This design comes from an exercise in tuning for small area and a short achievable clock period on the open sky130 flow, not from production work. Function was checked by simulation only, so behaviour that the tests miss may differ from the original. Power and IR drop assume default switching activity.

## flow/design.v (module list and top-level ports; edited modules follow where they fit)
// module fp32_mul: 1212 lines
module fp32_mul (
    input wire          clk         ,
    input wire          rst_n       ,
    input wire [31:0]   a           ,        
    input wire [31:0]   b           ,        
    input wire          in_valid    ,        
    output reg          out_valid   ,        
    output reg [31:0]   result               
);
  // ...
==> flow/run.sh <==
#!/bin/bash
# synth_recipe.tcl (not shown) runs the flow's synth.tcl, then flattens the netlist and writes it again
# the make line also repeats each setting of config.mk as NAME=value (left out here)
make -C /OpenROAD-flow-scripts/flow DESIGN_CONFIG=/design/flow/config.mk WORK_HOME=/design/flow/orfs CLKGATE_MAP_FILE= SYNTH_SCRIPT=/design/flow/synth_recipe.tcl finish
==> flow/config.mk <==
export PLATFORM = sky130hd
export DESIGN_NAME = fp32_mul
export DESIGN_NICKNAME = fp32_mul
export VERILOG_FILES = /design/flow/design.v
export SDC_FILE = /design/flow/constraint.sdc
export NUM_CORES = 4
export LEC_CHECK = 0
export ABC_AREA = 1
export CAP_MARGIN = 20
export CORE_MARGIN = 2
export CORE_UTILIZATION = 55
export SETUP_SLACK_MARGIN = 5
export SLEW_MARGIN = 20
==> flow/constraint.sdc <==
create_clock -name core_clock -period 10.0 [get_ports {clk}]
set_input_delay 2.0000 -clock core_clock [delete_from_list [all_inputs] [get_ports {clk}]]
set_output_delay 2.0000 -clock core_clock [all_outputs]
set_load 0.01 [all_outputs]
==> key figures, run 1 <==
Routing
  • Met3 wire length: slightly above 8 mm
  • Topmost layer with routed signal wires: met5
  • Vias after detailed routing: between 20000 and 25000
  • DRC errors left: 0
  • Routed length per instance: around 21 um

STA
  • Transition time of the tightest slew-check pin: slightly below 0.8 ns

Floorplan
  • Tap Count: 525
  • Number of placed I/O pins: 100
  • Overall die width: around 200 um

CTS
  • Clk sink count: about 190
  • CTS H-tree depth: 4

Power
  • Net Sw Power: about 4.0 mW
  • Internal power: approximately 4.0 mW
  • Sequential share of power: 0.140
  • Leakage dissipation: approximately 12 nW

Worst setup path
  • Cell mode on critical path: sky130_fd_sc_hd__nand2_2
  • Endpoint of the worst setup timing path: result[4]
  • Required time at the endpoint of the critical path: between 10 and 15 ns
  • Startpoint of the most critical setup path: s2_lg[0]
  • CP Capture Type: register

Finish
  • Multi-input gate share of total cell area: 0.6208
  • Number of flip-flops under the largest register name: 32
  • Non-clock buffers, area share: 0.1011
  • Clock tree cell share of total cell area: 0.02176
  • Final cell area excluding filler cells: 26220 um2

Status
  • Result of the run: timing/DRC/antenna clean

GRT
  • Met3 Track Usage GR: 0.08418

Logic synthesis
  • Combinational family with the most area after synthesis: adder cells
  • Synth Area in XOR/XNOR: 0.1126
  • Most frequent cell after synthesis: sky130_fd_sc_hd__inv_1
  • Main area contributors after synthesis: sky130_fd_sc_hd__fa_1, sky130_fd_sc_hd__dfxtp_1, sky130_fd_sc_hd__xor2_1
==> inputs of run 2 (changes only) <==
--- a/flow/design.v
+++ b/flow/design.v
@@ -225,6 +225,6 @@
     assign fc15 = (pp6[12] & pp7[10]) | (pp6[12] & pp8[8]) | (pp7[10] & pp8[8]);
     wire fs16, fc16;
-    assign fs16 = xn[1] ^ neg[0] ^ pp10[5];
-    assign fc16 = (xn[1] & neg[0]) | (xn[1] & pp10[5]) | (neg[0] & pp10[5]);
+    assign fs16 = neg[0] ^ xn[1] ^ pp10[5];
+    assign fc16 = (neg[0] & xn[1]) | (neg[0] & pp10[5]) | (xn[1] & pp10[5]);
     wire fs17, fc17;
     assign fs17 = pp11[3] ^ pp1[23] ^ pp2[21];
@@ -237,6 +237,6 @@
     assign fc19 = (pp6[13] & pp7[11]) | (pp6[13] & pp8[9]) | (pp7[11] & pp8[9]);
     wire fs20, fc20;
-    assign fs20 = xn[2] ^ neg[0] ^ pp10[6];
-    assign fc20 = (xn[2] & neg[0]) | (xn[2] & pp10[6]) | (neg[0] & pp10[6]);
+    assign fs20 = neg[0] ^ xn[2] ^ pp10[6];
+    assign fc20 = (neg[0] & xn[2]) | (neg[0] & pp10[6]) | (xn[2] & pp10[6]);
     wire fs21, fc21;
     assign fs21 = pp11[4] ^ pp1[24] ^ pp2[22];
@@ -249,6 +249,6 @@
     assign fc23 = (pp6[14] & pp7[12]) | (pp6[14] & pp8[10]) | (pp7[12] & pp8[10]);
     wire fs24, fc24;
-    assign fs24 = xn[3] ^ ~neg[0] ^ ~neg[1];
-    assign fc24 = (xn[3] & ~neg[0]) | (xn[3] & ~neg[1]) | (~neg[0] & ~neg[1]);
+    assign fs24 = ~neg[0] ^ ~neg[1] ^ xn[3];
+    assign fc24 = (~neg[0] & ~neg[1]) | (~neg[0] & xn[3]) | (~neg[1] & xn[3]);
     wire fs25, fc25;
     assign fs25 = pp10[7] ^ pp11[5] ^ pp2[23];
@@ -273,6 +273,6 @@
     assign hc8 = pp7[14] & pp8[12];
     wire fs31, fc31;
-    assign fs31 = xn[5] ^ ~neg[2] ^ pp10[9];
-    assign fc31 = (xn[5] & ~neg[2]) | (xn[5] & pp10[9]) | (~neg[2] & pp10[9]);
+    assign fs31 = ~neg[2] ^ xn[5] ^ pp10[9];
+    assign fc31 = (~neg[2] & xn[5]) | (~neg[2] & pp10[9]) | (xn[5] & pp10[9]);
     wire fs32, fc32;
     assign fs32 = pp11[7] ^ pp3[23] ^ pp4[21];
@@ -291,6 +291,6 @@
     assign hc9 = pp5[20] & pp6[18];
     wire fs36, fc36;
-    assign fs36 = xn[7] ^ ~neg[3] ^ pp10[11];
-    assign fc36 = (xn[7] & ~neg[3]) | (xn[7] & pp10[11]) | (~neg[3] & pp10[11]);
+    assign fs36 = ~neg[3] ^ xn[7] ^ pp10[11];
+    assign fc36 = (~neg[3] & xn[7]) | (~neg[3] & pp10[11]) | (xn[7] & pp10[11]);
     wire fs37, fc37;
     assign fs37 = pp11[9] ^ pp4[23] ^ pp5[21];
@@ -303,6 +303,6 @@
     assign hc10 = pp11[10] & pp4[24];
     wire fs39, fc39;
-    assign fs39 = xn[9] ^ ~neg[4] ^ pp10[13];
-    assign fc39 = (xn[9] & ~neg[4]) | (xn[9] & pp10[13]) | (~neg[4] & pp10[13]);
+    assign fs39 = ~neg[4] ^ xn[9] ^ pp10[13];
+    assign fc39 = (~neg[4] & xn[9]) | (~neg[4] & pp10[13]) | (xn[9] & pp10[13]);
     wire hs11, hc11;
     assign hs11 = 1'b1 ^ xn[10];
@@ -453,6 +453,6 @@
     assign fc81 = (fs25 & fs26) | (fs25 & fs27) | (fs26 & fs27);
     wire fs82, fc82;
-    assign fs82 = pp9[10] ^ fc24 ^ hs8;
-    assign fc82 = (pp9[10] & fc24) | (pp9[10] & hs8) | (fc24 & hs8);
+    assign fs82 = fc24 ^ pp9[10] ^ hs8;
+    assign fc82 = (fc24 & pp9[10]) | (fc24 & hs8) | (pp9[10] & hs8);
     wire fs83, fc83;
     assign fs83 = fc25 ^ fc26 ^ fc27;
@@ -516,6 +516,6 @@
     assign fc102 = (pp8[18] & pp9[16]) | (pp8[18] & fc39) | (pp9[16] & fc39);
     wire fs103, fc103;
-    assign fs103 = xn[11] ^ ~neg[5] ^ hc11;
-    assign fc103 = (xn[11] & ~neg[5]) | (xn[11] & hc11) | (~neg[5] & hc11);
+    assign fs103 = ~neg[5] ^ xn[11] ^ hc11;
+    assign fc103 = (~neg[5] & xn[11]) | (~neg[5] & hc11) | (xn[11] & hc11);
     wire fs104, fc104;
     assign fs104 = pp10[15] ^ pp11[13] ^ pp6[23];
@@ -534,6 +534,6 @@
     assign hc18 = pp8[20] & pp9[18];
     wire fs108, fc108;
-    assign fs108 = xn[13] ^ ~neg[6] ^ pp10[17];
-    assign fc108 = (xn[13] & ~neg[6]) | (xn[13] & pp10[17]) | (~neg[6] & pp10[17]);
+    assign fs108 = ~neg[6] ^ xn[13] ^ pp10[17];
+    assign fc108 = (~neg[6] & xn[13]) | (~neg[6] & pp10[17]) | (xn[13] & pp10[17]);
     wire fs109, fc109;
     assign fs109 = pp11[15] ^ pp7[23] ^ pp8[21];
@@ -546,6 +546,6 @@
     assign hc19 = pp11[16] & pp7[24];
     wire fs111, fc111;
-    assign fs111 = xn[15] ^ ~neg[7] ^ pp10[19];
-    assign fc111 = (xn[15] & ~neg[7]) | (xn[15] & pp10[19]) | (~neg[7] & pp10[19]);
+    assign fs111 = ~neg[7] ^ xn[15] ^ pp10[19];
+    assign fc111 = (~neg[7] & xn[15]) | (~neg[7] & pp10[19]) | (xn[15] & pp10[19]);
     wire hs20, hc20;
     assign hs20 = 1'b1 ^ xn[16];
@@ -639,72 +639,72 @@
     assign fc136 = (fc58 & fs61) | (fc58 & fc59) | (fs61 & fc59);
     wire fs137, fc137;
-    assign fs137 = fc60 ^ fs62 ^ fs63;
-    assign fc137 = (fc60 & fs62) | (fc60 & fs63) | (fs62 & fs63);
+    assign fs137 = fs62 ^ fc60 ^ fs63;
+    assign fc137 = (fs62 & fc60) | (fs62 & fs63) | (fc60 & fs63);
     wire fs138, fc138;
     assign fs138 = fc61 ^ fs64 ^ fc62;
     assign fc138 = (fc61 & fs64) | (fc61 & fc62) | (fs64 & fc62);
     wire fs139, fc139;
-    assign fs139 = fc63 ^ fs65 ^ fs66;
-    assign fc139 = (fc63 & fs65) | (fc63 & fs66) | (fs65 & fs66);
+    assign fs139 = fs65 ^ fc63 ^ fs66;
+    assign fc139 = (fs65 & fc63) | (fs65 & fs66) | (fc63 & fs66);
     wire fs140, fc140;
-    assign fs140 = fc64 ^ fc65 ^ fs67;
-    assign fc140 = (fc64 & fc65) | (fc64 & fs67) | (fc65 & fs67);
+    assign fs140 = fc64 ^ fs67 ^ fc65;
+    assign fc140 = (fc64 & fs67) | (fc64 & fc65) | (fs67 & fc65);
     wire fs141, fc141;
-    assign fs141 = fc66 ^ fs68 ^ fs69;
-    assign fc141 = (fc66 & fs68) | (fc66 & fs69) | (fs68 & fs69);
+    assign fs141 = fs68 ^ fc66 ^ fs69;
+    assign fc141 = (fs68 & fc66) | (fs68 & fs69) | (fc66 & fs69);
     wire fs142, fc142;
-    assign fs142 = fc67 ^ fc68 ^ fc69;
-    assign fc142 = (fc67 & fc68) | (fc67 & fc69) | (fc68 & fc69);
+    assign fs142 = fc67 ^ fc68 ^ fs70;
+    assign fc142 = (fc67 & fc68) | (fc67 & fs70) | (fc68 & fs70);
     wire fs143, fc143;
-    assign fs143 = fs70 ^ fs71 ^ fs72;
-    assign fc143 = (fs70 & fs71) | (fs70 & fs72) | (fs71 & fs72);
+    assign fs143 = fc69 ^ fs71 ^ fs72;
+    assign fc143 = (fc69 & fs71) | (fc69 & fs72) | (fs71 & fs72);
     wire fs144, fc144;
-    assign fs144 = fc70 ^ fc71 ^ fc72;
-    assign fc144 = (fc70 & fc71) | (fc70 & fc72) | (fc71 & fc72);
+    assign fs144 = fc70 ^ fs73 ^ fc71;
+    assign fc144 = (fc70 & fs73) | (fc70 & fc71) | (fs73 & fc71);
     wire fs145, fc145;
-    assign fs145 = fs73 ^ fs74 ^ fs75;
-    assign fc145 = (fs73 & fs74) | (fs73 & fs75) | (fs74 & fs75);
+    assign fs145 = fc72 ^ fs74 ^ fs75;
+    assign fc145 = (fc72 & fs74) | (fc72 & fs75) | (fs74 & fs75);
     wire fs146, fc146;
-    assign fs146 = fc73 ^ fc74 ^ fc75;
-    assign fc146 = (fc73 & fc74) | (fc73 & fc75) | (fc74 & fc75);
+    assign fs146 = fc73 ^ fs76 ^ fc74;
+    assign fc146 = (fc73 & fs76) | (fc73 & fc74) | (fs76 & fc74);
     wire fs147, fc147;
-    assign fs147 = fs76 ^ fs77 ^ fs78;
-    assign fc147 = (fs76 & fs77) | (fs76 & fs78) | (fs77 & fs78);
+    assign fs147 = fc75 ^ fs77 ^ fs78;
+    assign fc147 = (fc75 & fs77) | (fc75 & fs78) | (fs77 & fs78);
     wire fs148, fc148;
-    assign fs148 = fc76 ^ fc77 ^ fc78;
-    assign fc148 = (fc76 & fc77) | (fc76 & fc78) | (fc77 & fc78);
+    assign fs148 = fc76 ^ fs79 ^ fs80;
+    assign fc148 = (fc76 & fs79) | (fc76 & fs80) | (fs79 & fs80);
     wire fs149, fc149;
-    assign fs149 = fs79 ^ fs80 ^ fs81;
-    assign fc149 = (fs79 & fs80) | (fs79 & fs81) | (fs80 & fs81);
+    assign fs149 = fc77 ^ fc78 ^ fs81;
+    assign fc149 = (fc77 & fc78) | (fc77 & fs81) | (fc78 & fs81);
     wire fs150, fc150;
-    assign fs150 = fc79 ^ fc80 ^ fs82;
-    assign fc150 = (fc79 & fc80) | (fc79 & fs82) | (fc80 & fs82);
+    assign fs150 = fs82 ^ fc79 ^ fc80;
+    assign fc150 = (fs82 & fc79) | (fs82 & fc80) | (fc79 & fc80);
     wire fs151, fc151;
-    assign fs151 = fc81 ^ fs83 ^ fs84;
-    assign fc151 = (fc81 & fs83) | (fc81 & fs84) | (fs83 & fs84);
+    assign fs151 = fs83 ^ fc81 ^ fs84;
+    assign fc151 = (fs83 & fc81) | (fs83 & fs84) | (fc81 & fs84);
     wire fs152, fc152;
-    assign fs152 = fc82 ^ fs85 ^ fc83;
-    assign fc152 = (fc82 & fs85) | (fc82 & fc83) | (fs85 & fc83);
+    assign fs152 = fs85 ^ fc82 ^ fc83;
+    assign fc152 = (fs85 & fc82) | (fs85 & fc83) | (fc82 & fc83);
     wire fs153, fc153;
-    assign fs153 = fc84 ^ fs86 ^ fs87;
-    assign fc153 = (fc84 & fs86) | (fc84 & fs87) | (fs86 & fs87);
+    assign fs153 = fs86 ^ fc84 ^ fs87;
+    assign fc153 = (fs86 & fc84) | (fs86 & fs87) | (fc84 & fs87);
     wire fs154, fc154;
     assign fs154 = fs88 ^ fc85 ^ fc86;
     assign fc154 = (fs88 & fc85) | (fs88 & fc86) | (fc85 & fc86);
     wire fs155, fc155;
-    assign fs155 = fc87 ^ fs89 ^ fs90;
-    assign fc155 = (fc87 & fs89) | (fc87 & fs90) | (fs89 & fs90);
+    assign fs155 = fs89 ^ fc87 ^ fs90;
+    assign fc155 = (fs89 & fc87) | (fs89 & fs90) | (fc87 & fs90);
     wire fs156, fc156;
     assign fs156 = fc88 ^ fs91 ^ fc89;
     assign fc156 = (fc88 & fs91) | (fc88 & fc89) | (fs91 & fc89);
     wire fs157, fc157;
-    assign fs157 = fc90 ^ fs92 ^ fs93;
-    assign fc157 = (fc90 & fs92) | (fc90 & fs93) | (fs92 & fs93);
+    assign fs157 = fs92 ^ fc90 ^ fs93;
+    assign fc157 = (fs92 & fc90) | (fs92 & fs93) | (fc90 & fs93);
     wire fs158, fc158;
-    assign fs158 = fc91 ^ fs94 ^ fc92;
-    assign fc158 = (fc91 & fs94) | (fc91 & fc92) | (fs94 & fc92);
+    assign fs158 = fc91 ^ fs94 ^ fs95;
+    assign fc158 = (fc91 & fs94) | (fc91 & fs95) | (fs94 & fs95);
     wire fs159, fc159;
-    assign fs159 = fs95 ^ fc93 ^ fs96;
-    assign fc159 = (fs95 & fc93) | (fs95 & fs96) | (fc93 & fs96);
+    assign fs159 = fc92 ^ fc93 ^ fs96;
+    assign fc159 = (fc92 & fc93) | (fc92 & fs96) | (fc93 & fs96);
     wire fs160, fc160;
     assign fs160 = fc94 ^ fs97 ^ fs98;
@@ -717,6 +717,6 @@
     assign fc162 = (fc97 & fc98) | (fc97 & fs100) | (fc98 & fs100);
     wire fs163, fc163;
-    assign fs163 = fs101 ^ fc99 ^ fs102;
-    assign fc163 = (fs101 & fc99) | (fs101 & fs102) | (fc99 & fs102);
+    assign fs163 = fs101 ^ fs102 ^ fc99;
+    assign fc163 = (fs101 & fs102) | (fs101 & fc99) | (fs102 & fc99);
     wire fs164, fc164;
     assign fs164 = fs103 ^ fc100 ^ fc101;
@@ -756,6 +756,6 @@
     assign fc175 = (pp8[24] & pp9[22]) | (pp8[24] & fc111) | (pp9[22] & fc111);
     wire fs176, fc176;
-    assign fs176 = xn[17] ^ ~neg[8] ^ hc20;
-    assign fc176 = (xn[17] & ~neg[8]) | (xn[17] & hc20) | (~neg[8] & hc20);
+    assign fs176 = ~neg[8] ^ xn[17] ^ hc20;
+    assign fc176 = (~neg[8] & xn[17]) | (~neg[8] & hc20) | (xn[17] & hc20);
     wire fs177, fc177;
     assign fs177 = pp10[21] ^ pp11[19] ^ pp9[23];
@@ -768,6 +768,6 @@
     assign hc25 = pp11[20] & pp9[24];
     wire fs179, fc179;
-    assign fs179 = xn[19] ^ ~neg[9] ^ pp10[23];
-    assign fc179 = (xn[19] & ~neg[9]) | (xn[19] & pp10[23]) | (~neg[9] & pp10[23]);
+    assign fs179 = ~neg[9] ^ xn[19] ^ pp10[23];
+    assign fc179 = (~neg[9] & xn[19]) | (~neg[9] & pp10[23]) | (xn[19] & pp10[23]);
     wire hs26, hc26;
     assign hs26 = 1'b1 ^ xn[20];
@@ -807,9 +807,9 @@
     assign fc188 = (fc120 & fs122) | (fc120 & fc121) | (fs122 & fc121);
     wire fs189, fc189;
-    assign fs189 = fc122 ^ fc123 ^ fs124;
-    assign fc189 = (fc122 & fc123) | (fc122 & fs124) | (fc123 & fs124);
+    assign fs189 = fc122 ^ fs124 ^ fc123;
+    assign fc189 = (fc122 & fs124) | (fc122 & fc123) | (fs124 & fc123);
     wire fs190, fc190;
-    assign fs190 = fc124 ^ fc125 ^ fs126;
-    assign fc190 = (fc124 & fc125) | (fc124 & fs126) | (fc125 & fs126);
+    assign fs190 = fc124 ^ fs126 ^ fc125;
+    assign fc190 = (fc124 & fs126) | (fc124 & fc125) | (fs126 & fc125);
     wire fs191, fc191;
     assign fs191 = fc126 ^ fs128 ^ fc127;
@@ -834,15 +834,15 @@
     assign fc197 = (fc138 & fs140) | (fc138 & fc139) | (fs140 & fc139);
     wire fs198, fc198;
-    assign fs198 = fc140 ^ fs142 ^ fc141;
-    assign fc198 = (fc140 & fs142) | (fc140 & fc141) | (fs142 & fc141);
+    assign fs198 = fc140 ^ fc141 ^ fs142;
+    assign fc198 = (fc140 & fc141) | (fc140 & fs142) | (fc141 & fs142);
     wire fs199, fc199;
-    assign fs199 = fc142 ^ fs144 ^ fc143;
-    assign fc199 = (fc142 & fs144) | (fc142 & fc143) | (fs144 & fc143);
+    assign fs199 = fc142 ^ fc143 ^ fs144;
+    assign fc199 = (fc142 & fc143) | (fc142 & fs144) | (fc143 & fs144);
     wire fs200, fc200;
-    assign fs200 = fc144 ^ fs146 ^ fc145;
-    assign fc200 = (fc144 & fs146) | (fc144 & fc145) | (fs146 & fc145);
+    assign fs200 = fc144 ^ fc145 ^ fs146;
+    assign fc200 = (fc144 & fc145) | (fc144 & fs146) | (fc145 & fs146);
     wire fs201, fc201;
-    assign fs201 = fc146 ^ fs148 ^ fc147;
-    assign fc201 = (fc146 & fs148) | (fc146 & fc147) | (fs148 & fc147);
+    assign fs201 = fc146 ^ fc147 ^ fs148;
+    assign fc201 = (fc146 & fc147) | (fc146 & fs148) | (fc147 & fs148);
     wire fs202, fc202;
     assign fs202 = fc148 ^ fs150 ^ fc149;
@@ -864,24 +864,24 @@
     assign fc207 = (fs160 & fc158) | (fs160 & fc159) | (fc158 & fc159);
     wire fs208, fc208;
-    assign fs208 = fc160 ^ fs162 ^ fs163;
-    assign fc208 = (fc160 & fs162) | (fc160 & fs163) | (fs162 & fs163);
+    assign fs208 = fc160 ^ fs162 ^ fc161;
+    assign fc208 = (fc160 & fs162) | (fc160 & fc161) | (fs162 & fc161);
     wire fs209, fc209;
-    assign fs209 = fc162 ^ fs164 ^ fs165;
-    assign fc209 = (fc162 & fs164) | (fc162 & fs165) | (fs164 & fs165);
+    assign fs209 = fs164 ^ fc162 ^ fc163;
+    assign fc209 = (fs164 & fc162) | (fs164 & fc163) | (fc162 & fc163);
     wire fs210, fc210;
     assign fs210 = fc164 ^ fs166 ^ fs167;
     assign fc210 = (fc164 & fs166) | (fc164 & fs167) | (fs166 & fs167);
     wire fs211, fc211;
-    assign fs211 = fc166 ^ fc167 ^ fs168;
-    assign fc211 = (fc166 & fc167) | (fc166 & fs168) | (fc167 & fs168);
+    assign fs211 = fc166 ^ fs168 ^ fc167;
+    assign fc211 = (fc166 & fs168) | (fc166 & fc167) | (fs168 & fc167);
     wire fs212, fc212;
-    assign fs212 = fc168 ^ fs170 ^ fc169;
-    assign fc212 = (fc168 & fs170) | (fc168 & fc169) | (fs170 & fc169);
+    assign fs212 = fs170 ^ fc168 ^ fc169;
+    assign fc212 = (fs170 & fc168) | (fs170 & fc169) | (fc168 & fc169);
     wire fs213, fc213;
     assign fs213 = fs172 ^ fc170 ^ fc171;
     assign fc213 = (fs172 & fc170) | (fs172 & fc171) | (fc170 & fc171);
     wire fs214, fc214;
-    assign fs214 = fc172 ^ fs174 ^ fc173;
-    assign fc214 = (fc172 & fs174) | (fc172 & fc173) | (fs174 & fc173);
+    assign fs214 = fc172 ^ fs174 ^ fs175;
+    assign fc214 = (fc172 & fs174) | (fc172 & fs175) | (fs174 & fs175);
     wire fs215, fc215;
     assign fs215 = fs176 ^ fc174 ^ fs177;
@@ -897,6 +897,6 @@
     assign fc218 = (hs26 & pp10[24]) | (hs26 & pp11[22]) | (pp10[24] & pp11[22]);
     wire fs219, fc219;
-    assign fs219 = xn[21] ^ ~neg[10] ^ hc26;
-    assign fc219 = (xn[21] & ~neg[10]) | (xn[21] & hc26) | (~neg[10] & hc26);
+    assign fs219 = ~neg[10] ^ xn[21] ^ hc26;
+    assign fc219 = (~neg[10] & xn[21]) | (~neg[10] & hc26) | (xn[21] & hc26);
     wire hs29, hc29;
     assign hs29 = 1'b1 ^ xn[22];
@@ -927,6 +927,6 @@
     assign fc225 = (fs113 & fc182) | (fs113 & fs183) | (fc182 & fs183);
     wire fs226, fc226;
-    assign fs226 = fc183 ^ fs115 ^ fs184;
-    assign fc226 = (fc183 & fs115) | (fc183 & fs184) | (fs115 & fs184);
+    assign fs226 = fs115 ^ fc183 ^ fs184;
+    assign fc226 = (fs115 & fc183) | (fs115 & fs184) | (fc183 & fs184);
     wire fs227, fc227;
     assign fs227 = fs117 ^ fc184 ^ fs185;
@@ -945,9 +945,9 @@
     assign fc231 = (fs125 & fc188) | (fs125 & fs189) | (fc188 & fs189);
     wire fs232, fc232;
-    assign fs232 = fc189 ^ fs127 ^ fs190;
-    assign fc232 = (fc189 & fs127) | (fc189 & fs190) | (fs127 & fs190);
+    assign fs232 = fs127 ^ fc189 ^ fs190;
+    assign fc232 = (fs127 & fc189) | (fs127 & fs190) | (fc189 & fs190);
     wire fs233, fc233;
-    assign fs233 = fc190 ^ fs129 ^ fs191;
-    assign fc233 = (fc190 & fs129) | (fc190 & fs191) | (fs129 & fs191);
+    assign fs233 = fs129 ^ fc190 ^ fs191;
+    assign fc233 = (fs129 & fc190) | (fs129 & fs191) | (fc190 & fs191);
     wire fs234, fc234;
     assign fs234 = fs131 ^ fc191 ^ fs192;
@@ -999,15 +999,15 @@
     assign fc249 = (fs161 & fc206) | (fs161 & fs207) | (fc206 & fs207);
     wire fs250, fc250;
-    assign fs250 = fc161 ^ fc207 ^ fs208;
-    assign fc250 = (fc161 & fc207) | (fc161 & fs208) | (fc207 & fs208);
+    assign fs250 = fs163 ^ fc207 ^ fs208;
+    assign fc250 = (fs163 & fc207) | (fs163 & fs208) | (fc207 & fs208);
     wire fs251, fc251;
-    assign fs251 = fc163 ^ fc208 ^ fs209;
-    assign fc251 = (fc163 & fc208) | (fc163 & fs209) | (fc208 & fs209);
+    assign fs251 = fs165 ^ fc208 ^ fs209;
+    assign fc251 = (fs165 & fc208) | (fs165 & fs209) | (fc208 & fs209);
     wire fs252, fc252;
     assign fs252 = fc165 ^ fs210 ^ fc209;
     assign fc252 = (fc165 & fs210) | (fc165 & fc209) | (fs210 & fc209);
     wire fs253, fc253;
-    assign fs253 = fs169 ^ fs211 ^ fc210;
-    assign fc253 = (fs169 & fs211) | (fs169 & fc210) | (fs211 & fc210);
+    assign fs253 = fs169 ^ fc210 ^ fs211;
+    assign fc253 = (fs169 & fc210) | (fs169 & fs211) | (fc210 & fs211);
     wire fs254, fc254;
     assign fs254 = fs171 ^ fc211 ^ fs212;
@@ -1017,12 +1017,12 @@
     assign fc255 = (fs173 & fc212) | (fs173 & fs213) | (fc212 & fs213);
     wire fs256, fc256;
-    assign fs256 = fs175 ^ fc213 ^ fs214;
-    assign fc256 = (fs175 & fc213) | (fs175 & fs214) | (fc213 & fs214);
+    assign fs256 = fc173 ^ fc213 ^ fs214;
+    assign fc256 = (fc173 & fc213) | (fc173 & fs214) | (fc213 & fs214);
     wire fs257, fc257;
     assign fs257 = fc175 ^ fs215 ^ fc214;
     assign fc257 = (fc175 & fs215) | (fc175 & fc214) | (fs215 & fc214);
     wire fs258, fc258;
-    assign fs258 = fs178 ^ fc215 ^ fs216;
-    assign fc258 = (fs178 & fc215) | (fs178 & fs216) | (fc215 & fs216);
+    assign fs258 = fs178 ^ fs216 ^ fc215;
+    assign fc258 = (fs178 & fs216) | (fs178 & fc215) | (fs216 & fc215);
     wire fs259, fc259;
     assign fs259 = fs179 ^ fc216 ^ fs217;
@@ -1038,125 +1038,126 @@
     assign fc262 = (hs29 & pp11[24]) | (hs29 & fc219) | (pp11[24] & fc219);
     wire fs263, fc263;
-    assign fs263 = xn[23] ^ ~neg[11] ^ hc29;
-    assign fc263 = (xn[23] & ~neg[11]) | (xn[23] & hc29) | (~neg[11] & hc29);
-    wire [47:0] rs, rc;
-    assign rs[0] = neg[0];
-    assign rc[0] = pp0[0];
-    assign rs[1] = pp0[1];
-    assign rc[1] = 1'b0;
-    assign rs[2] = pp1[0];
-    assign rc[2] = hs30;
-    assign rs[3] = hc30;
-    assign rc[3] = hs31;
-    assign rs[4] = hc31;
-    assign rc[4] = fs220;
-    assign rs[5] = fc220;
-    assign rc[5] = fs221;
-    assign rs[6] = fc221;
-    assign rc[6] = fs222;
-    assign rs[7] = fc222;
-    assign rc[7] = fs223;
-    assign rs[8] = fc223;
-    assign rc[8] = fs224;
-    assign rs[9] = fc224;
-    assign rc[9] = fs225;
-    assign rs[10] = fc225;
-    assign rc[10] = fs226;
-    assign rs[11] = fc226;
-    assign rc[11] = fs227;
-    assign rs[12] = fc227;
-    assign rc[12] = fs228;
-    assign rs[13] = fc228;
-    assign rc[13] = fs229;
-    assign rs[14] = fc229;
-    assign rc[14] = fs230;
-    assign rs[15] = fc230;
-    assign rc[15] = fs231;
-    assign rs[16] = fc231;
-    assign rc[16] = fs232;
-    assign rs[17] = fc232;
-    assign rc[17] = fs233;
-    assign rs[18] = fc233;
-    assign rc[18] = fs234;
-    assign rs[19] = fc234;
-    assign rc[19] = fs235;
-    assign rs[20] = fc235;
-    assign rc[20] = fs236;
-    assign rs[21] = fc236;
-    assign rc[21] = fs237;
-    assign rs[22] = fc237;
-    assign rc[22] = fs238;
-    assign rs[23] = fc238;
-    assign rc[23] = fs239;
-    assign rs[24] = fc239;
-    assign rc[24] = fs240;
-    assign rs[25] = fc240;
-    assign rc[25] = fs241;
-    assign rs[26] = fc241;
-    assign rc[26] = fs242;
-    assign rs[27] = fc242;
-    assign rc[27] = fs243;
-    assign rs[28] = fc243;
-    assign rc[28] = fs244;
-    assign rs[29] = fc244;
-    assign rc[29] = fs245;
-    assign rs[30] = fc245;
-    assign rc[30] = fs246;
-    assign rs[31] = fc246;
-    assign rc[31] = fs247;
-    assign rs[32] = fc247;
-    assign rc[32] = fs248;
-    assign rs[33] = fc248;
-    assign rc[33] = fs249;
-    assign rs[34] = fc249;
-    assign rc[34] = fs250;
-    assign rs[35] = fc250;
-    assign rc[35] = fs251;
-    assign rs[36] = fc251;
-    assign rc[36] = fs252;
-    assign rs[37] = fs253;
-    assign rc[37] = fc252;
-    assign rs[38] = fc253;
-    assign rc[38] = fs254;
-    assign rs[39] = fc254;
-    assign rc[39] = fs255;
-    assign rs[40] = fc255;
-    assign rc[40] = fs256;
-    assign rs[41] = fc256;
-    assign rc[41] = fs257;
-    assign rs[42] = fs258;
-    assign rc[42] = fc257;
-    assign rs[43] = fc258;
-    assign rc[43] = fs259;
-    assign rs[44] = fs260;
-    assign rc[44] = fc259;
-    assign rs[45] = fs261;
-    assign rc[45] = fc260;
-    assign rs[46] = fs262;
-    assign rc[46] = fc261;
-    assign rs[47] = fs263;
-    assign rc[47] = fc262;
-    wire [6-1:0] lg, lp;
-    wire [4:0] lb0 = {1'b0, rs[3:0]} + {1'b0, rc[3:0]};
+    assign fs263 = ~neg[11] ^ xn[23] ^ hc29;
+    assign fc263 = (~neg[11] & xn[23]) | (~neg[11] & hc29) | (xn[23] & hc29);
+    wire [21:0] ls, lc;
+    assign ls[0] = neg[0];
+    assign lc[0] = pp0[0];
+    assign ls[1] = pp0[1];
+    assign lc[1] = 1'b0;
+    assign ls[2] = hs30;
+    assign lc[2] = pp1[0];
+    assign ls[3] = hc30;
+    assign lc[3] = hs31;
+    assign ls[4] = hc31;
+    assign lc[4] = fs220;
+    assign ls[5] = fc220;
+    assign lc[5] = fs221;
+    assign ls[6] = fc221;
+    assign lc[6] = fs222;
+    assign ls[7] = fc222;
+    assign lc[7] = fs223;
+    assign ls[8] = fc223;
+    assign lc[8] = fs224;
+    assign ls[9] = fc224;
+    assign lc[9] = fs225;
+    assign ls[10] = fc225;
+    assign lc[10] = fs226;
+    assign ls[11] = fc226;
+    assign lc[11] = fs227;
+    assign ls[12] = fc227;
+    assign lc[12] = fs228;
+    assign ls[13] = fc228;
+    assign lc[13] = fs229;
+    assign ls[14] = fc229;
+    assign lc[14] = fs230;
+    assign ls[15] = fc230;
+    assign lc[15] = fs231;
+    assign ls[16] = fc231;
+    assign lc[16] = fs232;
+    assign ls[17] = fc232;
+    assign lc[17] = fs233;
+    assign ls[18] = fc233;
+    assign lc[18] = fs234;
+    assign ls[19] = fc234;
+    assign lc[19] = fs235;
+    assign ls[20] = fc235;
+    assign lc[20] = fs236;
+    assign ls[21] = fc236;
+    assign lc[21] = fs237;
+    wire [5:0] lg, lp;
+    wire [4:0] lb0 = {1'b0, ls[3:0]} + {1'b0, lc[3:0]};
     assign lg[0] = lb0[4];
-    assign lp[0] = &(rs[3:0] ^ rc[3:0]);
-    wire [4:0] lb1 = {1'b0, rs[7:4]} + {1'b0, rc[7:4]};
+    assign lp[0] = &(ls[3:0] ^ lc[3:0]);
+    wire [4:0] lb1 = {1'b0, ls[7:4]} + {1'b0, lc[7:4]};
     assign lg[1] = lb1[4];
-    assign lp[1] = &(rs[7:4] ^ rc[7:4]);
-    wire [4:0] lb2 = {1'b0, rs[11:8]} + {1'b0, rc[11:8]};
+    assign lp[1] = &(ls[7:4] ^ lc[7:4]);
+    wire [4:0] lb2 = {1'b0, ls[11:8]} + {1'b0, lc[11:8]};
     assign lg[2] = lb2[4];
-    assign lp[2] = &(rs[11:8] ^ rc[11:8]);
-    wire [4:0] lb3 = {1'b0, rs[15:12]} + {1'b0, rc[15:12]};
+    assign lp[2] = &(ls[11:8] ^ lc[11:8]);
+    wire [4:0] lb3 = {1'b0, ls[15:12]} + {1'b0, lc[15:12]};
     assign lg[3] = lb3[4];
-    assign lp[3] = &(rs[15:12] ^ rc[15:12]);
-    wire [4:0] lb4 = {1'b0, rs[19:16]} + {1'b0, rc[19:16]};
+    assign lp[3] = &(ls[15:12] ^ lc[15:12]);
+    wire [4:0] lb4 = {1'b0, ls[19:16]} + {1'b0, lc[19:16]};
     assign lg[4] = lb4[4];
-    assign lp[4] = &(rs[19:16] ^ rc[19:16]);
-    wire [2:0] lb5 = {1'b0, rs[21:20]} + {1'b0, rc[21:20]};
+    assign lp[4] = &(ls[19:16] ^ lc[19:16]);
+    wire [2:0] lb5 = {1'b0, ls[21:20]} + {1'b0, lc[21:20]};
     assign lg[5] = lb5[2];
-    assign lp[5] = &(rs[21:20] ^ rc[21:20]);
+    assign lp[5] = &(ls[21:20] ^ lc[21:20]);
+    wire [51:0] hb;
+    assign hb[0] = fc237;
+    assign hb[1] = fs238;
+    assign hb[2] = fc238;
+    assign hb[3] = fs239;
+    assign hb[4] = fc239;
+    assign hb[5] = fs240;
+    assign hb[6] = fc240;
+    assign hb[7] = fs241;
+    assign hb[8] = fc241;
+    assign hb[9] = fs242;
+    assign hb[10] = fc242;
+    assign hb[11] = fs243;
+    assign hb[12] = fc243;
+    assign hb[13] = fs244;
+    assign hb[14] = fc244;
+    assign hb[15] = fs245;
+    assign hb[16] = fc245;
+    assign hb[17] = fs246;
+    assign hb[18] = fc246;
+    assign hb[19] = fs247;
+    assign hb[20] = fc247;
+    assign hb[21] = fs248;
+    assign hb[22] = fc248;
+    assign hb[23] = fs249;
+    assign hb[24] = fc249;
+    assign hb[25] = fs250;
+    assign hb[26] = fc250;
+    assign hb[27] = fs251;
+    assign hb[28] = fc251;
+    assign hb[29] = fs252;
+    assign hb[30] = fc252;
+    assign hb[31] = fs253;
+    assign hb[32] = fc253;
+    assign hb[33] = fs254;
+    assign hb[34] = fc254;
+    assign hb[35] = fs255;
+    assign hb[36] = fc255;
+    assign hb[37] = fs256;
+    assign hb[38] = fc256;
+    assign hb[39] = fs257;
+    assign hb[40] = fc257;
+    assign hb[41] = fs258;
+    assign hb[42] = fc258;
+    assign hb[43] = fs259;
+    assign hb[44] = fc259;
+    assign hb[45] = fs260;
+    assign hb[46] = fc260;
+    assign hb[47] = fs261;
+    assign hb[48] = fc261;
+    assign hb[49] = fs262;
+    assign hb[50] = fc262;
+    assign hb[51] = fs263;
     reg         s2_valid;
-    reg [25:0]  s2_hs, s2_hc;
-    reg [6-1:0] s2_lg, s2_lp;
+    reg [51:0] s2_hb;
+    reg [5:0]  s2_lg, s2_lp;
     reg         s2_sticky;
     reg [9:0]   s2_e;
@@ -1167,6 +1168,5 @@
     end
     always @(posedge clk) begin
-        s2_hs     <= rs[47:22];
-        s2_hc     <= rc[47:22];
+        s2_hb     <= hb;
         s2_lg     <= lg;
         s2_lp     <= lp;
@@ -1178,23 +1178,379 @@
         s2_zero   <= s1_zero;
     end
-    reg s2_cin;
-    integer kb;
-    always @(*) begin
-        s2_cin = 1'b0;
-        for (kb = 0; kb < 6; kb = kb + 1)
-            s2_cin = s2_lg[kb] | (s2_lp[kb] & s2_cin);
-    end
-    wire [25:0] ph = s2_hs + s2_hc + {25'd0, s2_cin};
-    wire        h  = ph[25];                        
-    wire [22:0] mant = h ? ph[24:2] : ph[23:1];
-    wire        gbit = h ? ph[1] : ph[0];
-    wire        sbit = (h & ph[0]) | s2_sticky;
-    wire        rinc = gbit & (sbit | mant[0]);
-    wire [23:0] mr   = {1'b0, mant} + {23'd0, rinc};
-    wire        rco  = mr[23];
-    wire signed [9:0] ep = s2_e + {9'd0, h};
-    wire signed [9:0] ef = ep + {9'd0, rco};
-    wire        unf = (ep <= 0);
-    wire        ovf = (ef >= 255);
+    wire [25:0] ha_, hc_;
+    assign ha_[0] = s2_hb[0];
+    assign hc_[0] = s2_hb[1];
+    assign ha_[1] = s2_hb[2];
+    assign hc_[1] = s2_hb[3];
+    assign ha_[2] = s2_hb[4];
+    assign hc_[2] = s2_hb[5];
+    assign ha_[3] = s2_hb[6];
+    assign hc_[3] = s2_hb[7];
+    assign ha_[4] = s2_hb[8];
+    assign hc_[4] = s2_hb[9];
+    assign ha_[5] = s2_hb[10];
+    assign hc_[5] = s2_hb[11];
+    assign ha_[6] = s2_hb[12];
+    assign hc_[6] = s2_hb[13];
+    assign ha_[7] = s2_hb[14];
+    assign hc_[7] = s2_hb[15];
+    assign ha_[8] = s2_hb[16];
+    assign hc_[8] = s2_hb[17];
+    assign ha_[9] = s2_hb[18];
+    assign hc_[9] = s2_hb[19];
+    assign ha_[10] = s2_hb[20];
+    assign hc_[10] = s2_hb[21];
+    assign ha_[11] = s2_hb[22];
+    assign hc_[11] = s2_hb[23];
+    assign ha_[12] = s2_hb[24];
+    assign hc_[12] = s2_hb[25];
+    assign ha_[13] = s2_hb[26];
+    assign hc_[13] = s2_hb[27];
+    assign ha_[14] = s2_hb[28];
+    assign hc_[14] = s2_hb[29];
+    assign ha_[15] = s2_hb[30];
+    assign hc_[15] = s2_hb[31];
+    assign ha_[16] = s2_hb[32];
+    assign hc_[16] = s2_hb[33];
+    assign ha_[17] = s2_hb[34];
+    assign hc_[17] = s2_hb[35];
+    assign ha_[18] = s2_hb[36];
+    assign hc_[18] = s2_hb[37];
+    assign ha_[19] = s2_hb[38];
+    assign hc_[19] = s2_hb[39];
+    assign ha_[20] = s2_hb[40];
+    assign hc_[20] = s2_hb[41];
+    assign ha_[21] = s2_hb[42];
+    assign hc_[21] = s2_hb[43];
+    assign ha_[22] = s2_hb[44];
+    assign hc_[22] = s2_hb[45];
+    assign ha_[23] = s2_hb[46];
+    assign hc_[23] = s2_hb[47];
+    assign ha_[24] = s2_hb[48];
+    assign hc_[24] = s2_hb[49];
+    assign ha_[25] = s2_hb[50];
+    assign hc_[25] = s2_hb[51];
+    wire cin = ((s2_lg[5] | (s2_lp[5] & s2_lg[4])) | ((s2_lp[5] & s2_lp[4]) & ((s2_lg[3] | (s2_lp[3] & s2_lg[2])) | ((s2_lp[3] & s2_lp[2]) & (s2_lg[1] | (s2_lp[1] & s2_lg[0]))))));
+    wire [25:0] pg = ha_ & hc_;
+    wire [25:0] pp = ha_ ^ hc_;
+    wire sg0_1 = pg[1] | (pp[1] & pg[0]);
+    wire sp0_1 = pp[1] & pp[0];
+    wire sg0_3 = pg[3] | (pp[3] & pg[2]);
+    wire sp0_3 = pp[3] & pp[2];
+    wire sg0_5 = pg[5] | (pp[5] & pg[4]);
+    wire sp0_5 = pp[5] & pp[4];
+    wire sg0_7 = pg[7] | (pp[7] & pg[6]);
+    wire sp0_7 = pp[7] & pp[6];
+    wire sg0_9 = pg[9] | (pp[9] & pg[8]);
+    wire sp0_9 = pp[9] & pp[8];
+    wire sg0_11 = pg[11] | (pp[11] & pg[10]);
+    wire sp0_11 = pp[11] & pp[10];
+    wire sg0_13 = pg[13] | (pp[13] & pg[12]);
+    wire sp0_13 = pp[13] & pp[12];
+    wire sg0_15 = pg[15] | (pp[15] & pg[14]);
+    wire sp0_15 = pp[15] & pp[14];
+    wire sg0_17 = pg[17] | (pp[17] & pg[16]);
+    wire sp0_17 = pp[17] & pp[16];
+    wire sg0_19 = pg[19] | (pp[19] & pg[18]);
+    wire sp0_19 = pp[19] & pp[18];
+    wire sg0_21 = pg[21] | (pp[21] & pg[20]);
+    wire sp0_21 = pp[21] & pp[20];
+    wire sg0_23 = pg[23] | (pp[23] & pg[22]);
+    wire sp0_23 = pp[23] & pp[22];
+    wire sg0_25 = pg[25] | (pp[25] & pg[24]);
+    wire sp0_25 = pp[25] & pp[24];
+    wire sg1_2 = pg[2] | (pp[2] & sg0_1);
+    wire sp1_2 = pp[2] & sp0_1;
+    wire sg1_3 = sg0_3 | (sp0_3 & sg0_1);
+    wire sp1_3 = sp0_3 & sp0_1;
+    wire sg1_6 = pg[6] | (pp[6] & sg0_5);
+    wire sp1_6 = pp[6] & sp0_5;
+    wire sg1_7 = sg0_7 | (sp0_7 & sg0_5);
+    wire sp1_7 = sp0_7 & sp0_5;
+    wire sg1_10 = pg[10] | (pp[10] & sg0_9);
+    wire sp1_10 = pp[10] & sp0_9;
+    wire sg1_11 = sg0_11 | (sp0_11 & sg0_9);
+    wire sp1_11 = sp0_11 & sp0_9;
+    wire sg1_14 = pg[14] | (pp[14] & sg0_13);
+    wire sp1_14 = pp[14] & sp0_13;
+    wire sg1_15 = sg0_15 | (sp0_15 & sg0_13);
+    wire sp1_15 = sp0_15 & sp0_13;
+    wire sg1_18 = pg[18] | (pp[18] & sg0_17);
+    wire sp1_18 = pp[18] & sp0_17;
+    wire sg1_19 = sg0_19 | (sp0_19 & sg0_17);
+    wire sp1_19 = sp0_19 & sp0_17;
+    wire sg1_22 = pg[22] | (pp[22] & sg0_21);
+    wire sp1_22 = pp[22] & sp0_21;
+    wire sg1_23 = sg0_23 | (sp0_23 & sg0_21);
+    wire sp1_23 = sp0_23 & sp0_21;
+    wire sg2_4 = pg[4] | (pp[4] & sg1_3);
+    wire sp2_4 = pp[4] & sp1_3;
+    wire sg2_5 = sg0_5 | (sp0_5 & sg1_3);
+    wire sp2_5 = sp0_5 & sp1_3;
+    wire sg2_6 = sg1_6 | (sp1_6 & sg1_3);
+    wire sp2_6 = sp1_6 & sp1_3;
+    wire sg2_7 = sg1_7 | (sp1_7 & sg1_3);
+    wire sp2_7 = sp1_7 & sp1_3;
+    wire sg2_12 = pg[12] | (pp[12] & sg1_11);
+    wire sp2_12 = pp[12] & sp1_11;
+    wire sg2_13 = sg0_13 | (sp0_13 & sg1_11);
+    wire sp2_13 = sp0_13 & sp1_11;
+    wire sg2_14 = sg1_14 | (sp1_14 & sg1_11);
+    wire sp2_14 = sp1_14 & sp1_11;
+    wire sg2_15 = sg1_15 | (sp1_15 & sg1_11);
+    wire sp2_15 = sp1_15 & sp1_11;
+    wire sg2_20 = pg[20] | (pp[20] & sg1_19);
+    wire sp2_20 = pp[20] & sp1_19;
+    wire sg2_21 = sg0_21 | (sp0_21 & sg1_19);
+    wire sp2_21 = sp0_21 & sp1_19;
+    wire sg2_22 = sg1_22 | (sp1_22 & sg1_19);
+    wire sp2_22 = sp1_22 & sp1_19;
+    wire sg2_23 = sg1_23 | (sp1_23 & sg1_19);
+    wire sp2_23 = sp1_23 & sp1_19;
+    wire sg3_8 = pg[8] | (pp[8] & sg2_7);
+    wire sp3_8 = pp[8] & sp2_7;
+    wire sg3_9 = sg0_9 | (sp0_9 & sg2_7);
+    wire sp3_9 = sp0_9 & sp2_7;
+    wire sg3_10 = sg1_10 | (sp1_10 & sg2_7);
+    wire sp3_10 = sp1_10 & sp2_7;
+    wire sg3_11 = sg1_11 | (sp1_11 & sg2_7);
+    wire sp3_11 = sp1_11 & sp2_7;
+    wire sg3_12 = sg2_12 | (sp2_12 & sg2_7);
+    wire sp3_12 = sp2_12 & sp2_7;
+    wire sg3_13 = sg2_13 | (sp2_13 & sg2_7);
+    wire sp3_13 = sp2_13 & sp2_7;
+    wire sg3_14 = sg2_14 | (sp2_14 & sg2_7);
+    wire sp3_14 = sp2_14 & sp2_7;
+    wire sg3_15 = sg2_15 | (sp2_15 & sg2_7);
+    wire sp3_15 = sp2_15 & sp2_7;
+    wire sg3_24 = pg[24] | (pp[24] & sg2_23);
+    wire sp3_24 = pp[24] & sp2_23;
+    wire sg3_25 = sg0_25 | (sp0_25 & sg2_23);
+    wire sp3_25 = sp0_25 & sp2_23;
+    wire sg4_16 = pg[16] | (pp[16] & sg3_15);
+    wire sp4_16 = pp[16] & sp3_15;
+    wire sg4_17 = sg0_17 | (sp0_17 & sg3_15);
+    wire sp4_17 = sp0_17 & sp3_15;
+    wire sg4_18 = sg1_18 | (sp1_18 & sg3_15);
+    wire sp4_18 = sp1_18 & sp3_15;
+    wire sg4_19 = sg1_19 | (sp1_19 & sg3_15);
+    wire sp4_19 = sp1_19 & sp3_15;
+    wire sg4_20 = sg2_20 | (sp2_20 & sg3_15);
+    wire sp4_20 = sp2_20 & sp3_15;
+    wire sg4_21 = sg2_21 | (sp2_21 & sg3_15);
+    wire sp4_21 = sp2_21 & sp3_15;
+    wire sg4_22 = sg2_22 | (sp2_22 & sg3_15);
+    wire sp4_22 = sp2_22 & sp3_15;
+    wire sg4_23 = sg2_23 | (sp2_23 & sg3_15);
+    wire sp4_23 = sp2_23 & sp3_15;
+    wire sg4_24 = sg3_24 | (sp3_24 & sg3_15);
+    wire sp4_24 = sp3_24 & sp3_15;
+    wire sg4_25 = sg3_25 | (sp3_25 & sg3_15);
+    wire sp4_25 = sp3_25 & sp3_15;
+    wire [26:0] cc;
+    assign cc[0] = cin;
+    assign cc[1] = pg[0] | (pp[0] & cin);
+    assign cc[2] = sg0_1 | (sp0_1 & cin);
+    assign cc[3] = sg1_2 | (sp1_2 & cin);
+    assign cc[4] = sg1_3 | (sp1_3 & cin);
+    assign cc[5] = sg2_4 | (sp2_4 & cin);
+    assign cc[6] = sg2_5 | (sp2_5 & cin);
+    assign cc[7] = sg2_6 | (sp2_6 & cin);
+    assign cc[8] = sg2_7 | (sp2_7 & cin);
+    assign cc[9] = sg3_8 | (sp3_8 & cin);
+    assign cc[10] = sg3_9 | (sp3_9 & cin);
+    assign cc[11] = sg3_10 | (sp3_10 & cin);
+    assign cc[12] = sg3_11 | (sp3_11 & cin);
+    assign cc[13] = sg3_12 | (sp3_12 & cin);
+    assign cc[14] = sg3_13 | (sp3_13 & cin);
+    assign cc[15] = sg3_14 | (sp3_14 & cin);
+    assign cc[16] = sg3_15 | (sp3_15 & cin);
+    assign cc[17] = sg4_16 | (sp4_16 & cin);
+    assign cc[18] = sg4_17 | (sp4_17 & cin);
+    assign cc[19] = sg4_18 | (sp4_18 & cin);
+    assign cc[20] = sg4_19 | (sp4_19 & cin);
+    assign cc[21] = sg4_20 | (sp4_20 & cin);
+    assign cc[22] = sg4_21 | (sp4_21 & cin);
+    assign cc[23] = sg4_22 | (sp4_22 & cin);
+    assign cc[24] = sg4_23 | (sp4_23 & cin);
+    assign cc[25] = sg4_24 | (sp4_24 & cin);
+    assign cc[26] = sg4_25 | (sp4_25 & cin);
+    wire [25:0] q = pp ^ cc[25:0];
+    wire        h    = q[25];
+    wire        inc0 = q[0] & (s2_sticky | q[1]);
+    wire        inc1 = q[1] & (q[0] | s2_sticky | q[2]);
+    wire [24:0] t0, t1;            
+    wire ta0_1 = q[2] & q[1];
+    wire ta0_3 = q[4] & q[3];
+    wire ta0_5 = q[6] & q[5];
+    wire ta0_7 = q[8] & q[7];
+    wire ta0_9 = q[10] & q[9];
+    wire ta0_11 = q[12] & q[11];
+    wire ta0_13 = q[14] & q[13];
+    wire ta0_15 = q[16] & q[15];
+    wire ta0_17 = q[18] & q[17];
+    wire ta0_19 = q[20] & q[19];
+    wire ta0_21 = q[22] & q[21];
+    wire ta0_23 = q[24] & q[23];
+    wire ta1_2 = q[3] & ta0_1;
+    wire ta1_3 = ta0_3 & ta0_1;
+    wire ta1_6 = q[7] & ta0_5;
+    wire ta1_7 = ta0_7 & ta0_5;
+    wire ta1_10 = q[11] & ta0_9;
+    wire ta1_11 = ta0_11 & ta0_9;
+    wire ta1_14 = q[15] & ta0_13;
+    wire ta1_15 = ta0_15 & ta0_13;
+    wire ta1_18 = q[19] & ta0_17;
+    wire ta1_19 = ta0_19 & ta0_17;
+    wire ta1_22 = q[23] & ta0_21;
+    wire ta1_23 = ta0_23 & ta0_21;
+    wire ta2_4 = q[5] & ta1_3;
+    wire ta2_5 = ta0_5 & ta1_3;
+    wire ta2_6 = ta1_6 & ta1_3;
+    wire ta2_7 = ta1_7 & ta1_3;
+    wire ta2_12 = q[13] & ta1_11;
+    wire ta2_13 = ta0_13 & ta1_11;
+    wire ta2_14 = ta1_14 & ta1_11;
+    wire ta2_15 = ta1_15 & ta1_11;
+    wire ta2_20 = q[21] & ta1_19;
+    wire ta2_21 = ta0_21 & ta1_19;
+    wire ta2_22 = ta1_22 & ta1_19;
+    wire ta2_23 = ta1_23 & ta1_19;
+    wire ta3_8 = q[9] & ta2_7;
+    wire ta3_9 = ta0_9 & ta2_7;
+    wire ta3_10 = ta1_10 & ta2_7;
+    wire ta3_11 = ta1_11 & ta2_7;
+    wire ta3_12 = ta2_12 & ta2_7;
+    wire ta3_13 = ta2_13 & ta2_7;
+    wire ta3_14 = ta2_14 & ta2_7;
+    wire ta3_15 = ta2_15 & ta2_7;
+    wire ta4_16 = q[17] & ta3_15;
+    wire ta4_17 = ta0_17 & ta3_15;
+    wire ta4_18 = ta1_18 & ta3_15;
+    wire ta4_19 = ta1_19 & ta3_15;
+    wire ta4_20 = ta2_20 & ta3_15;
+    wire ta4_21 = ta2_21 & ta3_15;
+    wire ta4_22 = ta2_22 & ta3_15;
+    wire ta4_23 = ta2_23 & ta3_15;
+    wire tb0_1 = q[3] & q[2];
+    wire tb0_3 = q[5] & q[4];
+    wire tb0_5 = q[7] & q[6];
+    wire tb0_7 = q[9] & q[8];
+    wire tb0_9 = q[11] & q[10];
+    wire tb0_11 = q[13] & q[12];
+    wire tb0_13 = q[15] & q[14];
+    wire tb0_15 = q[17] & q[16];
+    wire tb0_17 = q[19] & q[18];
+    wire tb0_19 = q[21] & q[20];
+    wire tb0_21 = q[23] & q[22];
+    wire tb0_23 = q[25] & q[24];
+    wire tb1_2 = q[4] & tb0_1;
+    wire tb1_3 = tb0_3 & tb0_1;
+    wire tb1_6 = q[8] & tb0_5;
+    wire tb1_7 = tb0_7 & tb0_5;
+    wire tb1_10 = q[12] & tb0_9;
+    wire tb1_11 = tb0_11 & tb0_9;
+    wire tb1_14 = q[16] & tb0_13;
+    wire tb1_15 = tb0_15 & tb0_13;
+    wire tb1_18 = q[20] & tb0_17;
+    wire tb1_19 = tb0_19 & tb0_17;
+    wire tb1_22 = q[24] & tb0_21;
+    wire tb1_23 = tb0_23 & tb0_21;
+    wire tb2_4 = q[6] & tb1_3;
+    wire tb2_5 = tb0_5 & tb1_3;
+    wire tb2_6 = tb1_6 & tb1_3;
+    wire tb2_7 = tb1_7 & tb1_3;
+    wire tb2_12 = q[14] & tb1_11;
+    wire tb2_13 = tb0_13 & tb1_11;
+    wire tb2_14 = tb1_14 & tb1_11;
+    wire tb2_15 = tb1_15 & tb1_11;
+    wire tb2_20 = q[22] & tb1_19;
+    wire tb2_21 = tb0_21 & tb1_19;
+    wire tb2_22 = tb1_22 & tb1_19;
+    wire tb2_23 = tb1_23 & tb1_19;
+    wire tb3_8 = q[10] & tb2_7;
+    wire tb3_9 = tb0_9 & tb2_7;
+    wire tb3_10 = tb1_10 & tb2_7;
+    wire tb3_11 = tb1_11 & tb2_7;
+    wire tb3_12 = tb2_12 & tb2_7;
+    wire tb3_13 = tb2_13 & tb2_7;
+    wire tb3_14 = tb2_14 & tb2_7;
+    wire tb3_15 = tb2_15 & tb2_7;
+    wire tb4_16 = q[18] & tb3_15;
+    wire tb4_17 = tb0_17 & tb3_15;
+    wire tb4_18 = tb1_18 & tb3_15;
+    wire tb4_19 = tb1_19 & tb3_15;
+    wire tb4_20 = tb2_20 & tb3_15;
+    wire tb4_21 = tb2_21 & tb3_15;
+    wire tb4_22 = tb2_22 & tb3_15;
+    wire tb4_23 = tb2_23 & tb3_15;
+    assign t0[0] = 1'b1;
+    assign t1[0] = 1'b1;
+    assign t0[1] = q[1];
+    assign t1[1] = q[2];
+    assign t0[2] = ta0_1;
+    assign t1[2] = tb0_1;
+    assign t0[3] = ta1_2;
+    assign t1[3] = tb1_2;
+    assign t0[4] = ta1_3;
+    assign t1[4] = tb1_3;
+    assign t0[5] = ta2_4;
+    assign t1[5] = tb2_4;
+    assign t0[6] = ta2_5;
+    assign t1[6] = tb2_5;
+    assign t0[7] = ta2_6;
+    assign t1[7] = tb2_6;
+    assign t0[8] = ta2_7;
+    assign t1[8] = tb2_7;
+    assign t0[9] = ta3_8;
+    assign t1[9] = tb3_8;
+    assign t0[10] = ta3_9;
+    assign t1[10] = tb3_9;
+    assign t0[11] = ta3_10;
+    assign t1[11] = tb3_10;
+    assign t0[12] = ta3_11;
+    assign t1[12] = tb3_11;
+    assign t0[13] = ta3_12;
+    assign t1[13] = tb3_12;
+    assign t0[14] = ta3_13;
+    assign t1[14] = tb3_13;
+    assign t0[15] = ta3_14;
+    assign t1[15] = tb3_14;
+    assign t0[16] = ta3_15;
+    assign t1[16] = tb3_15;
+    assign t0[17] = ta4_16;
+    assign t1[17] = tb4_16;
+    assign t0[18] = ta4_17;
+    assign t1[18] = tb4_17;
+    assign t0[19] = ta4_18;
+    assign t1[19] = tb4_18;
+    assign t0[20] = ta4_19;
+    assign t1[20] = tb4_19;
+    assign t0[21] = ta4_20;
+    assign t1[21] = tb4_20;
+    assign t0[22] = ta4_21;
+    assign t1[22] = tb4_21;
+    assign t0[23] = ta4_22;
+    assign t1[23] = tb4_22;
+    assign t0[24] = ta4_23;
+    assign t1[24] = tb4_23;
+    wire [22:0] m0 = q[23:1] ^ ({23{inc0}} & t0[22:0]);
+    wire [22:0] m1 = q[24:2] ^ ({23{inc1}} & t1[22:0]);
+    wire        co0 = inc0 & t0[24];
+    wire        co1 = inc1 & t1[24];
+    wire [22:0] mant = h ? m1 : m0;
+    wire        rco  = h ? co1 : co0;
+    wire [9:0]  e_p1 = s2_e + 10'd1;
+    wire [9:0]  e_p2 = s2_e + 10'd2;
+    wire        le0  = s2_e[9] | (s2_e == 10'd0);        
+    wire        lem1 = s2_e[9];                           
+    wire        ge255 = ~s2_e[9] & (s2_e >= 10'd255);
+    wire        ge254 = ~s2_e[9] & (s2_e >= 10'd254);
+    wire        ge253 = ~s2_e[9] & (s2_e >= 10'd253);
+    wire        unf  = h ? lem1 : le0;
+    wire        two_up = h & rco;
+    wire        one_up = h ^ rco;
+    wire        ovf  = two_up ? ge253 : one_up ? ge254 : ge255;
+    wire [7:0]  ef   = two_up ? e_p2[7:0] : one_up ? e_p1[7:0] : s2_e[7:0];
     wire [31:0] res =
         s2_nan            ? 32'h7fc00000 :
@@ -1202,5 +1558,5 @@
         (s2_zero | unf)   ? {s2_sign, 8'h00, 23'd0} :
         ovf               ? {s2_sign, 8'hff, 23'd0} :
-                            {s2_sign, ef[7:0], mr[22:0]};
+                            {s2_sign, ef, mant};
     always @(posedge clk or negedge rst_n) begin
         if (!rst_n) out_valid <= 1'b0;
--- a/flow/config.mk
+++ b/flow/config.mk
@@ -9,5 +9,5 @@
 export CAP_MARGIN = 20
 export CORE_MARGIN = 2
-export CORE_UTILIZATION = 55
+export CORE_UTILIZATION = 40
 export SETUP_SLACK_MARGIN = 5
 export SLEW_MARGIN = 20
==> run 2 against run 1 <==
  * Sequential share of layout area is essentially flat
  * Clock power grew 7.1%
  * Non-clock buffer count shrank 46
  * Total power shrank 3.5%
  * Critical endpoint is now s2_lg[5]
==> key figures, run 2 <==
Routing
  • Routed wire length: roughly 71 mm
  • Ratio of routed vias to standard cells: ~5.4
  • Violation count after the first detailed-route iteration: between 1500 and 2000
  • Vias after detailed routing: 20330 (-0.90%)
  • Routed length per instance: 18.97 um (-9.7%)
  • Count of antenna-violating nets left after detailed routing: 0
  • First-pass iteration count of the detailed router: 8
  • DRC errors left: 0 (unchanged)

Logic synthesis
  • Most frequently used flop master after synthesis: sky130_fd_sc_hd__dfxtp_1
  • FF+latch count, synth: approximately 190
  • Avg Synthesized Cell Area: 7.826 um2
  • Portion of the post-synthesis area used by sequential elements: 0.1740
  • Number of distinct standard cells referenced by the synthesized netlist: around 70
  • Fraction of registers with async set or reset after synthesis: 0.01546
  • Main area contributors after synthesis: sky130_fd_sc_hd__fa_1, sky130_fd_sc_hd__dfxtp_1, sky130_fd_sc_hd__xor2_1
  • Leading cell types by count after synthesis: sky130_fd_sc_hd__inv_1, sky130_fd_sc_hd__nand2_1, sky130_fd_sc_hd__fa_1, sky130_fd_sc_hd__xor2_1, sky130_fd_sc_hd__o22ai_1
  • Cell type with the largest total area after synthesis: sky130_fd_sc_hd__fa_1
  • Warning count from the yosys run: 1
  • Gate Count Post-Synth: ~2900
  • Number of synthesized flops with an enable pin: 0
  • Most frequent cell after synthesis: sky130_fd_sc_hd__inv_1
  • Syn_nets: approximately 3300
  • Cell Area, Synth: ~22000 um2
  • Top-area cell type share of the netlist area: 0.2358

CTS
  • Clk sink count: 194 (unchanged)
  • Cts hold-fix bufs: 0
  • CTS H-tree depth: 4 (unchanged)
  • Total clock buffers created by CTS: 17
  • Buffers from clock root to sink, at most: 2
  • CTS tree: built
  • CTS clk-pin slew, worst paths: 0.09 ns
  • Root Driver: sky130_fd_sc_hd__clkbuf_16
  • Clk latency of the worst-skew pair: about 0.50 ns

STA
  • Final setup slack of the worst path: approximately 5.1 ns
  • RSZ-0062 raised after global routing: true
  • Worst relative slew slack: 0.4133
  • Final Hold Vio Count: 0
  • Final setup violating endpoints: 0
  • Setup TNS: 0 ns
  • Worst clock skew on the final layout: 0.01430 ns
  • Fin crit period: approximately 4.9 ns
  • Max-slew violation total from the final report: 0
  • Crit share post-route: 0.4898
  • Transition time of the tightest slew-check pin: 0.8791 ns (+0.09151 ns)
  • Fmax: between 0.2 and 0.25 GHz

Placed design
  • Setup WS pre-CTS: ~4.3 ns
  • Placed standard-cell area: approximately 24000 um2
  • Gp weighted congestion: approximately 0.96
  • Detail Placement HPWL: ~51 mm
  • Number of I/O port buffers: 99

Worst hold path
  • Class of the most critical hold timing path: register to register

Finish
  • Number of flip-flops under the largest register name: 52 (+63%)
  • Most flops, register: s2_hb
  • Final cell area excluding filler cells: 26190 um2 (-0.11%)
  • Commonest non-fill, non-tap cells in the layout: sky130_fd_sc_hd__inv_1, sky130_fd_sc_hd__nand2_1, sky130_fd_sc_hd__fa_1, sky130_fd_sc_hd__xor2_1, sky130_fd_sc_hd__o22ai_1
  • Proportion of layout cells with a drive suffix above 1: 0.1237
  • Area grow syn2layout: 16.85%
  • Post-layout net count: around 3400
  • Biggest regs: s2_hb: 52 flops, result: 32 flops
  • Filler Cells Inserted: 5412
  • Commonest non-fill, non-tap cell in the layout: sky130_fd_sc_hd__inv_1

Worst setup path
  • Critical path data arrival time: between 5 and 6 ns
  • CP Capture Type: register
  • Startpoint types: register
  • Top fanout value on the critical path: 7
  • Critical path class: register to register
  • Required time at the endpoint of the critical path: 10.40 ns (about the same)

GRT
  • First-pass GRT wire length: between 100 and 150 mm
  • Layer carrying the most global-route usage: met2
  • GRT Total Usage: 0.2415
  • Maximum number of pins on one net before global-route repair: 75
  • Vias in the first global route: roughly 20000
  • Met2 Usage GRT: 0.3817
  • Met1 Usage GRT: 0.3160
  • Met3 Track Usage GR: 0.04953 (-0.03466)
  • Number of antenna violations at the first check in global routing: 1
  • Congestion Overflow GR: 0

Power
  • Overall power: a little under 8 mW
  • VDD IR-drop max: 0.0002576 V
  • Leakage dissipation: 12.11 nW (-0.97%)
  • Pwr/cell area: approximately 300 nW/um2

Floorplan
  • Area of the core: between 50000 and 60000 um2
  • Count of standard-cell rows: 86
  • Die Area: between 50000 and 60000 um2
  • Vertical die dimension: approximately 240 um
  • Overall die width: 240.7 um (+18%)
  • Effective utilization at floorplan: 0.4060
  • Number of placed I/O pins: 100 (unchanged)

Status
  • Result of the run: timing/DRC/antenna clean

Flow run
  • Max-cap violations: 0
[run 2: final cells by class]
cell class	instances	area, um2	area share
repair buffers	233	2192	0.08370
well taps	748	935.9	0.03573
clock buffers	17	425.4	0.01624
multi-input cells	1987	16350	0.6243
inverters	531	2093	0.07993
flip-flops and latches	194	3924	0.1498
diodes	1	2.502	0.00009555
repair inverters	6	41.29	0.001577
clock inverters	15	225.2	0.008599
[run 2: metal layers]
| metal | part of all wire | routed length (um) | up-vias |
|---|---|---|---|
| met4 | 0.043 | 3063 | 0 |
| met5 | 0 | 0 | - |
| li1 | - | - | 9359 |
| met2 | 0.45 | 32050 | 1064 |
| met1 | 0.41 | 29060 | 9713 |
| met3 | 0.094 | 6632 | 194 |
[run 2: logic make-up after synthesis]
group / after synthesis / share of synthesized area
AND/OR/NAND/NOR: 790 / 0.1540
buffers and inverters: 684 / 0.1176
AO/OA/AOI/OAI: 549 / 0.1494
adder cells (fa/ha/maj): 374 / 0.2972
XOR/XNOR: 272 / 0.1073
flip-flops: 194 / 0.1740
multiplexers: 1 / 0.0005024
[run 2: report_power, final]
part / internal, mW / switching [mW]
combinational: 2.37 / 3.55
clock: 0.369 / 0.374
sequential: 1.06 / 0.0890
[run 2: through the flow]
stage / instances / hold slack (ns) / utilization
global placement: 3601 / 0.3138 / 0.4362
global route: 3731 / 0.3398 / 0.4744
detailed placement: 3601 / 0.3175 / 0.4362
finish: 3732 / 0.3321 / 0.4745
CTS: 3665 / 0.3340 / 0.4567
floorplan: 2864 / 0.3096 / -
[run 2: worst paths after layout]
check | from | endpoint | slack [ns] | cells past startpoint
min in group asynchronous | rst_n | s2_valid | 1.68 | 1
max | s1_xsh_r[2] | s2_lg[5] | 5.10 | 19
min reg2reg | s1_zero | s2_zero | 0.33 | 0
max in group asynchronous | rst_n | s1_valid | 8.18 | 1
max reg2reg | s1_xsh_r[2] | s2_lg[5] | 5.10 | 19
min | s1_zero | s2_zero | 0.33 | 0
[run 2: critical path: stages (launching register included)]
cell and delay (ns):
sky130_fd_sc_hd__dfxtp_4 0.39, sky130_fd_sc_hd__buf_4 0.17, sky130_fd_sc_hd__inv_2 0.06, sky130_fd_sc_hd__o22ai_1 0.10, sky130_fd_sc_hd__o21a_1 0.25, sky130_fd_sc_hd__nor4_4 0.34
sky130_fd_sc_hd__buf_12 0.16, sky130_fd_sc_hd__buf_4 0.11, sky130_fd_sc_hd__o22ai_1 0.08, sky130_fd_sc_hd__xor2_1 0.24, sky130_fd_sc_hd__fa_1 0.48, sky130_fd_sc_hd__fa_1 0.55
sky130_fd_sc_hd__inv_1 0.06, sky130_fd_sc_hd__fa_1 0.43, sky130_fd_sc_hd__inv_2 0.07, sky130_fd_sc_hd__fa_1 0.38, sky130_fd_sc_hd__inv_1 0.08, sky130_fd_sc_hd__fa_1 0.46
sky130_fd_sc_hd__ha_4 0.24, sky130_fd_sc_hd__a21o_1 0.15
[run 2: repair_timing]
item                                    4_1_cts  5_1_grt
endpoints found under the setup margin       64       62
resized for setup                            66      127
setup buffers                                27       60
cloned                                        5        6
pin swaps                                    13       55

==> afterwards: timing with drivers on the ports <==
In the flow no input, the clock included, has a driving cell. The finished layouts below were timed again as built, in two steps. Step 1 sets driving cells, clkbuf_16 on the clock port and buf_2 on the other inputs (assumed; they add their load-dependent delay and slew). Step 2 moves the port delays by t, midway between the first and last clock arrival at a register: inputs arrive t later, outputs are due t later. That takes back most of the time a late clock gives input paths. Three values: ideal, step 1, step 2; two values: the first two.
| run | t, ns | setup slack, ns | slew at the worst register clock pin (ns) |
|---|---|---|---|
| run 1 | 0.530 | 4.002 / 4.002 / 4.002 | 0.09 / 0.09 |
| run 2 | 0.548 | 5.102 / 5.102 / 4.912 | 0.09 / 0.09 |
After both steps setup and hold are still met in every run listed. The setup slack of run 2, which loses most, moves by 0.000 ns with the drivers and by -0.190 ns with both steps.
